What follows belongs to an exercise in optimizing a design on an open flow for small area, a short achievable clock period and few clock cycles; a production flow would make more cautious choices.
The RTL was checked by simulation tests, not by an equivalence proof against the original design.

rev 12:
==> flow/design.v (excerpt) <==
module goldschmidt_divider (
    input wire clk,
    input wire rst_n,
    input wire start,
    input wire [15:0] numerator,       
    input wire [15:0] denominator,     
    output wire [15:0] quotient,       
    output reg valid,
    output wire error
);
reg        busy;
reg [2:0]  cnt;
reg [28:0] xn;       
reg [29:0] accn;
reg [24:0] xd;       
reg [25:0] accd;
reg [11:0] yh;       
reg [6:0]  one_n, two_n, neg_n, one_dn, two_dn, neg_dn;
reg [3:0]  lz;       
reg        eq, dz, d3one;
wire [2:0] cnt_nx = busy ? cnt + 3'd1 : 3'd0;
wire       fin    = cnt[0];      
wire [42:0] sumn;
wire [38:0] sumd;
gs_mac #(.W(30), .O(43)) mn (.a(accn), .x({xn, 1'b0}), .one(one_n), .two(two_n), .neg(neg_n), .s(sumn));
gs_mac #(.W(26), .O(39)) md (.a(accd), .x({xd, 1'b0}), .one(~one_dn), .two(~two_dn), .neg(~neg_dn), .s(sumd));
function [20:0] booth;       
    input [12:0] v;
    reg [15:0] w;
    integer i;
    begin
        w = {2'b00, v, 1'b0};
        for (i = 0; i < 7; i = i + 1) begin
            booth[i]      = w[2*i+1] ^ w[2*i];
            booth[7 + i]  = (w[2*i+2] & ~w[2*i+1] & ~w[2*i]) | (~w[2*i+2] & w[2*i+1] & w[2*i]);
            booth[14 + i] = w[2*i+2] & ~(w[2*i+1] & w[2*i]);
        end
    end
endfunction
wire [12:0] nxdig = ~sumd[24:12];    
wire [20:0] bnext = !busy ? booth(f0m1) : fin ? booth({1'b0, yh}) : booth(nxdig);
wire [15:0] d = denominator;
wire        z3 = (d[15:8] == 8'd0);
wire [15:0] d3 = z3 ? {d[7:0], 8'd0} : d;
wire        z2 = (d3[15:12] == 4'd0);
wire [15:0] d2 = z2 ? {d3[11:0], 4'd0} : d3;
wire        z1 = (d2[15:14] == 2'd0);
wire [15:0] d1 = z1 ? {d2[13:0], 2'd0} : d2;
wire        z0 = ~d1[15];
wire [15:0] d0 = z0 ? {d1[14:0], 1'b0} : d1;
  ...
Size in the first run: ~180 flip-flops, about 53 I/O pins, roughly 28,000 µm² of cells after synthesis.
==> flow/config.mk <==
export PLATFORM = sky130hd
export DESIGN_NAME = goldschmidt_divider
export DESIGN_NICKNAME = goldschmidt_divider
export VERILOG_FILES = /design/flow/design.v
export SDC_FILE = /design/flow/constraint.sdc
export NUM_CORES = 4
export LEC_CHECK = 0
export ABC_AREA = 1
export CAP_MARGIN = 20
export CORE_MARGIN = 2
export CORE_UTILIZATION = 50
export SLEW_MARGIN = 20
==> flow/constraint.sdc <==
create_clock -name core_clock -period 11.0 [get_ports {clk}]
set_input_delay 2.2000 -clock core_clock [delete_from_list [all_inputs] [get_ports {clk}]]
set_output_delay 2.2000 -clock core_clock [all_outputs]
set_load 0.01 [all_outputs]
standard.sh (not shown) runs the stock make flow with config.mk's settings and CLKGATE_MAP_FILE= SYNTH_SCRIPT=/design/flow/synth_recipe.tcl, a recipe that flattens the netlist after the stock synthesis.
==> flow/flow/run.sh <==
#!/bin/bash
# The standard layout (standard.sh), with two changes: SYNTH_ARGS=-noabc
# skips the quick ABC pass inside Yosys's "synth" fine stage, so extract_fa
# sees the adder trees as written and maps them to full adders without
# inverters between them; and ORFS's timing repair aims for 5.4 ns of setup
# slack.  Registers, their names and cell types are those of the standard
# synthesis; the clock period and constraints are the design's.
set -euo pipefail
bash standard.sh SYNTH_ARGS=-noabc SETUP_SLACK_MARGIN=5.4 finish > standard.log 2>&1
Rev 12 completed end to end with timing, DRC and antenna clean.
Testbench counts of rev 12, summed over its fixed seeds: cycles 112,000.
What rev 13 does differently from rev 12 at the input level:
Settings: SETUP_SLACK_MARGIN newly set to 5.
==> flow/run.sh (new file) <==
#!/bin/bash
# synth_recipe.tcl (not shown) runs the flow's synth.tcl, then flattens the netlist and writes it again
# the make line also repeats each setting of config.mk as NAME=value (left out here)
make -C /OpenROAD-flow-scripts/flow DESIGN_CONFIG=/design/flow/config.mk WORK_HOME=/design/flow/orfs CLKGATE_MAP_FILE= SYNTH_SCRIPT=/design/flow/synth_recipe.tcl finish
removed: flow/flow/run.sh
removed: flow/standard.sh
Notes after the runs:
- Per the comparison of rev 13 with rev 12, critical path depth climbed 1; synthesized cell count climbed 360; sequential share of layout area barely changed.
- Of rev 12 and rev 13, the lower routability congestion estimate belongs to rev 12.
- Rev 12 was larger in final cell area than rev 13.
- Changes observed in rev 13 relative to rev 12: mean routed wirelength per cell fell by 11%, met3 track demand over resource now sits lower.
- Going from rev 12 to rev 13, least setup slack across all paths after layout decreased 0.36 ns; utilization decreased 3.1 points; final cell count increased 7.1%; portion of the clock cycle consumed by the worst path in the final layout increased 3.2 points.

-- static timing again, ports no longer ideal --
The flow's constraints put no driver on any port. The routed layouts listed below were extracted and timed again, unchanged, in two steps.
Step 1, drivers: a clkbuf_16 drives clk and a buf_2 each remaining input, both assumed.
Step 2, shift: input delay + t, output delay - t, t = (earliest + latest rising clock arrival at the registers) / 2. This alone moves slack from input paths to output paths.
Three values: ideal, step 1, step 2; two values: the first two.
run	t (ns)	setup slack, ns	worst hold slack (ns)	worst setup path after step 2	worst register clock-pin slew, ns
rev 12	0.530	5.418 / 5.418 / 5.242	0.508 / 0.508 / 0.508	input to register	0.09 / 0.09
rev 13	0.550	5.062 / 5.062 / 5.062	0.470 / 0.470 / 0.470	register to register	0.09 / 0.09
After both steps setup and hold are still met in every run listed. The setup slack of rev 12, which loses most, moves by 0.000 ns with the drivers and by -0.176 ns with both steps.
